Source: an optimization exercise on an open RTL-to-GDS flow (aim: small area). Production flows keep margins and buffers that such runs may drop. Only simulation tests tie the RTL to the original design; equivalence was not proved. Power and IR drop assume default switching activity.

ember:
// top
module top(
    input Clock,
    input Reset,
    input Rx_Serial,
    output f_full,
    output f_empty,
    output Tx_Active,
    output Tx_Serial,
    output Tx_Done
    );
Size in the first run: ~500 cells after synthesis, roughly 7400 µm² of cells after synthesis.
==> flow/config.mk <==
export PLATFORM = sky130hd
export DESIGN_NAME = top
export DESIGN_NICKNAME = top
export VERILOG_FILES = /design/flow/design.v
export SDC_FILE = /design/flow/constraint.sdc
export NUM_CORES = 4
export LEC_CHECK = 0
export CAP_MARGIN = 20
export CORE_MARGIN = 2
export CORE_UTILIZATION = 70
export CTS_BUF_LIST = sky130_fd_sc_hd__clkbuf_8
export CTS_CLUSTER_DIAMETER = 50
export CTS_CLUSTER_SIZE = 20
export PLACE_DENSITY = 0.85
export SLEW_MARGIN = 20
==> flow/constraint.sdc <==
create_clock -name core_clock -period 10.0 [get_ports {Clock}]
set_input_delay 2.0000 -clock core_clock [delete_from_list [all_inputs] [get_ports {Clock}]]
set_output_delay 2.0000 -clock core_clock [all_outputs]
set_load 0.01 [all_outputs]
standard.sh (not shown) runs the stock make flow with config.mk's settings and CLKGATE_MAP_FILE= SYNTH_SCRIPT=/design/flow/synth_recipe.tcl, a recipe that flattens the netlist after the stock synthesis.
==> flow/flow/run.sh <==
#!/bin/bash
# Standard layout; the clock tree is built without dummy loads and the
# ports get the smallest buffer.
export CTS_ARGS="-sink_clustering_enable -repair_clock_nets -sink_clustering_size 40 -sink_clustering_max_diameter 50 -buf_list sky130_fd_sc_hd__clkbuf_16 -dont_use_dummy_load"
export BUFFER_PORTS_ARGS="-buffer_cell sky130_fd_sc_hd__buf_1"
bash standard.sh > standard.log 2>&1
ember did not stop at any stage, and its layout met the timing, DRC and antenna checks.
The following lists how cedar was set up differently from ember:
--- a/flow/flow/run.sh
+++ b/flow/flow/run.sh
@@ -4 +4 @@
-export CTS_ARGS="-sink_clustering_enable -repair_clock_nets -sink_clustering_size 40 -sink_clustering_max_diameter 50 -buf_list sky130_fd_sc_hd__clkbuf_16 -dont_use_dummy_load"
+export CTS_ARGS="-sink_clustering_enable -repair_clock_nets -sink_clustering_size 14 -sink_clustering_max_diameter 30 -buf_list sky130_fd_sc_hd__clkbuf_4 -dont_use_dummy_load"
==> results.txt <==
On clock-pin slew reported for the worst setup and hold paths after clock tree synthesis, cedar tracks ember almost exactly.
The utilization reported for cedar is smaller than that of ember by 0.91 points.
Reported for cedar and ember, clock sink total turned out identical to the last digit.
Modified inputs, umber compared to cedar
==> flow/run.sh (new file) <==
#!/bin/bash
# synth_recipe.tcl (not shown) runs the flow's synth.tcl, then flattens the netlist and writes it again
# the make line also repeats each setting of config.mk as NAME=value (left out here)
make -C /OpenROAD-flow-scripts/flow DESIGN_CONFIG=/design/flow/config.mk WORK_HOME=/design/flow/orfs CLKGATE_MAP_FILE= SYNTH_SCRIPT=/design/flow/synth_recipe.tcl finish
removed: flow/flow/run.sh
removed: flow/standard.sh
## What came out
The global-route wire length before repair on cedar is in line with that on umber.
Higher proportion of cell area occupied by multi-input gates among cedar and umber: cedar
Per the comparison of umber with cedar, CTS buffer count fell 17, total internal power rose about 3%.
Input-level comparison between quartz and umber:
==> flow/flow/run.sh (new file) <==
#!/bin/bash
# Standard layout; the clock tree is built without dummy loads and the
# ports get the smallest buffer.
export CTS_ARGS="-sink_clustering_enable -repair_clock_nets -sink_clustering_size 12 -sink_clustering_max_diameter 45 -buf_list sky130_fd_sc_hd__clkbuf_4 -dont_use_dummy_load"
export BUFFER_PORTS_ARGS="-buffer_cell sky130_fd_sc_hd__buf_1"
bash standard.sh > standard.log 2>&1
==> flow/standard.sh (new file) <==
#!/bin/bash
# synth_recipe.tcl (not shown) runs the flow's synth.tcl, then flattens the netlist and writes it again
# the make line also repeats each setting of config.mk as NAME=value (left out here)
make -C /OpenROAD-flow-scripts/flow DESIGN_CONFIG=/design/flow/config.mk WORK_HOME=/design/flow/orfs CLKGATE_MAP_FILE= SYNTH_SCRIPT=/design/flow/synth_recipe.tcl "${@:-finish}"
removed: flow/run.sh
Notes after the runs:
- Comparing umber and quartz, the higher clock network power share is on umber.
- Share of the clock period used by the worst path: quartz vs umber down 3.3 points
- quartz against umber: final critical-path setup slack higher, sequential cell count roughly the same, ratio of cells with drive above 1 in the final layout higher.
- Across umber and quartz, none had a timing, DRC or antenna violation.
- Against umber, quartz comes in about 0.3% lower on global-route wire length before repair.
- On fraction of power consumed by combinational cells, quartz tracks umber almost exactly.
> inputs changed (quartz -> maple)
- a change of PLACE_DENSITY from 0.85 to 0.92
- a change of CORE_UTILIZATION from 70 to 80
--- a/flow/flow/run.sh
+++ b/flow/flow/run.sh
@@ -4 +4 @@
-export CTS_ARGS="-sink_clustering_enable -repair_clock_nets -sink_clustering_size 12 -sink_clustering_max_diameter 45 -buf_list sky130_fd_sc_hd__clkbuf_4 -dont_use_dummy_load"
+export CTS_ARGS="-sink_clustering_enable -repair_clock_nets -sink_clustering_size 12 -sink_clustering_max_diameter 40 -buf_list sky130_fd_sc_hd__clkbuf_4 -dont_use_dummy_load"
## What came out
- maple | status: complete | timing, DRC, antenna: pass
- More vias were needed by maple than by quartz.
- Sequential share of layout area was higher in the run labelled maple.
- On total power, maple does worse than quartz.
- The die area of maple is lower than that of quartz.
- Compared maple against quartz; share of cell area taken by multi-input logic gates within noise.
- Reported for maple and quartz, setup TNS turned out identical to the last digit.
- Combinational power, maple vs quartz: up by more than 10%
- Combinational cell fraction of total power: maple > quartz
- Going from quartz to maple, the standard-cell row count was found to have gone down by 5.4%.
- Across both runs, worst supply voltage drop on vdd was higher for maple than for quartz.
- Core util | maple vs quartz | maple higher


try-willow:
Starting RTL as in the previous note.
Settings: LEC_CHECK=0, CAP_MARGIN=20, CORE_MARGIN=2, CORE_UTILIZATION=70, CTS_BUF_LIST=sky130_fd_sc_hd__clkbuf_8, CTS_CLUSTER_DIAMETER=50, CTS_CLUSTER_SIZE=20, PLACE_DENSITY=0.85, SLEW_MARGIN=20; clock period 10.0 ns.
==> flow/flow/run.sh <==
#!/bin/bash
# Standard layout; the clock tree is built without dummy loads and the
# ports get the smallest buffer.
export CTS_ARGS="-sink_clustering_enable -repair_clock_nets -sink_clustering_size 12 -sink_clustering_max_diameter 35 -buf_list sky130_fd_sc_hd__clkbuf_4 -dont_use_dummy_load"
export BUFFER_PORTS_ARGS="-buffer_cell sky130_fd_sc_hd__buf_1"
bash standard.sh > standard.log 2>&1
For try-amber, these inputs were changed with respect to try-willow:
==> flow/flow/run.sh <==
#!/bin/bash
# Standard layout; the clock tree is built without dummy loads and the
# ports get the smallest buffer. Every tool writes its output to standard.log.
export CTS_ARGS="-sink_clustering_enable -repair_clock_nets -sink_clustering_size 12 -sink_clustering_max_diameter 40 -buf_list sky130_fd_sc_hd__clkbuf_4 -dont_use_dummy_load"
export BUFFER_PORTS_ARGS="-buffer_cell sky130_fd_sc_hd__buf_1"
bash standard.sh > standard.log 2>&1
==> flow/config.mk <==
export PLATFORM = sky130hd
export DESIGN_NAME = top
export DESIGN_NICKNAME = top
export VERILOG_FILES = /design/flow/design.v
export SDC_FILE = /design/flow/constraint.sdc
export NUM_CORES = 4
export LEC_CHECK = 0
export CAP_MARGIN = 20
export CORE_MARGIN = 2
export CORE_UTILIZATION = 80
export CTS_BUF_LIST = sky130_fd_sc_hd__clkbuf_8
export CTS_CLUSTER_DIAMETER = 50
export CTS_CLUSTER_SIZE = 20
export PLACE_DENSITY = 0.92
export SLEW_MARGIN = 20
### Flow results
try-amber: no failed stages, no open violations at the end. In try-amber, net count of the finished layout is lower than in try-willow. Changes observed in try-amber relative to try-willow: clock group total power lost about 2%, overall fraction of global-route tracks in use went up.
[inputs] try-garnet vs try-amber
==> flow/flow/run.sh <==
#!/bin/bash
# Standard layout; the clock tree is built without dummy loads and the
# ports get the smallest buffer.
export CTS_ARGS="-sink_clustering_enable -repair_clock_nets -sink_clustering_size 13 -sink_clustering_max_diameter 40 -buf_list sky130_fd_sc_hd__clkbuf_4 -dont_use_dummy_load"
export BUFFER_PORTS_ARGS="-buffer_cell sky130_fd_sc_hd__buf_1"
bash standard.sh > standard.log 2>&1
- Final area: try-garnet vs try-amber — no meaningful difference
- Compared with try-amber, try-garnet shows a lower clock power.
- Clock tree cell share of total cell area: try-garnet vs try-amber down 0.19 points
- NOTE: arrival time at the worst endpoint in try-garnet exceeds that of try-amber
- try-garnet: first-iteration DRC count is 13 lower than what try-amber reported.
- Changes observed in try-garnet relative to try-amber: portion of total power attributed to the clock network fell by 0.4 points, global router's overall resource usage held.
#### Input delta (try-raven over try-garnet)
==> flow/flow/run.sh <==
#!/bin/bash
# Standard layout; the clock tree is built without dummy loads and the
# ports get the smallest buffer.
export CTS_ARGS="-sink_clustering_enable -repair_clock_nets -sink_clustering_size 20 -sink_clustering_max_diameter 50 -buf_list sky130_fd_sc_hd__clkbuf_8 -dont_use_dummy_load"
export BUFFER_PORTS_ARGS="-buffer_cell sky130_fd_sc_hd__buf_1"
bash standard.sh > standard.log 2>&1
==> flow/config.mk <==
export PLATFORM = sky130hd
export DESIGN_NAME = top
export DESIGN_NICKNAME = top
export VERILOG_FILES = /design/flow/design.v
export SDC_FILE = /design/flow/constraint.sdc
export NUM_CORES = 4
export LEC_CHECK = 0
export CAP_MARGIN = 20
export CORE_MARGIN = 2
export CORE_UTILIZATION = 70
export CTS_BUF_LIST = sky130_fd_sc_hd__clkbuf_8
export CTS_CLUSTER_DIAMETER = 50
export CTS_CLUSTER_SIZE = 20
export PLACE_DENSITY = 0.85
export SLEW_MARGIN = 20
## What came out
Sequential portion of the cell area in try-raven is 0.97 points below try-garnet. On die extent in x: between try-raven and try-garnet, it ends up lower for try-garnet. Compared with try-garnet, try-raven shows a higher worst IR drop on VDD.

==> re-timing with driven ports <==
In the flow no input, the clock included, has a driving cell. The finished layouts below were timed again as built, in two steps.
Step 1, drivers: a clkbuf_16 drives Clock and a buf_2 each remaining input, both assumed.
Step 2 times the ports against the registers' clock, not the clock port: input delays grow and output delays shrink by t, the midpoint of the rising clock arrivals with the driver on.
Three values: ideal, step 1, step 2; two values: the first two.
| run | t (ns) | setup WS [ns] | hold WS [ns] | worst slew at a driven data input, ns |
|---|---|---|---|---|
| ember | 0.500 | 6.142 / 6.105 / 6.604 | 0.293 / 0.293 / 0.293 | 0.03 |
| cedar | 0.576 | 6.042 / 6.011 / 6.586 | 0.269 / 0.269 / 0.269 | 0.03 |
| umber | 0.537 | 5.654 / 5.621 / 6.158 | 0.323 / 0.323 / 0.323 | 0.03 |
| quartz | 0.620 | 5.981 / 5.953 / 6.573 | 0.329 / 0.329 / 0.329 | 0.03 |
| maple | 0.635 | 5.789 / 5.756 / 6.391 | 0.293 / 0.293 / 0.293 | 0.03 |
| try-willow | 0.621 | 5.975 / 5.944 / 6.565 | 0.298 / 0.298 / 0.298 | 0.03 |
| try-amber | 0.635 | 5.789 / 5.756 / 6.391 | 0.293 / 0.293 / 0.293 | 0.03 |
| try-garnet | 0.627 | 5.770 / 5.738 / 6.365 | 0.322 / 0.322 / 0.322 | 0.03 |
| try-raven | 0.516 | 6.102 / 6.067 / 6.583 | 0.286 / 0.286 / 0.286 | 0.03 |
After both steps every run listed still meets setup and hold.
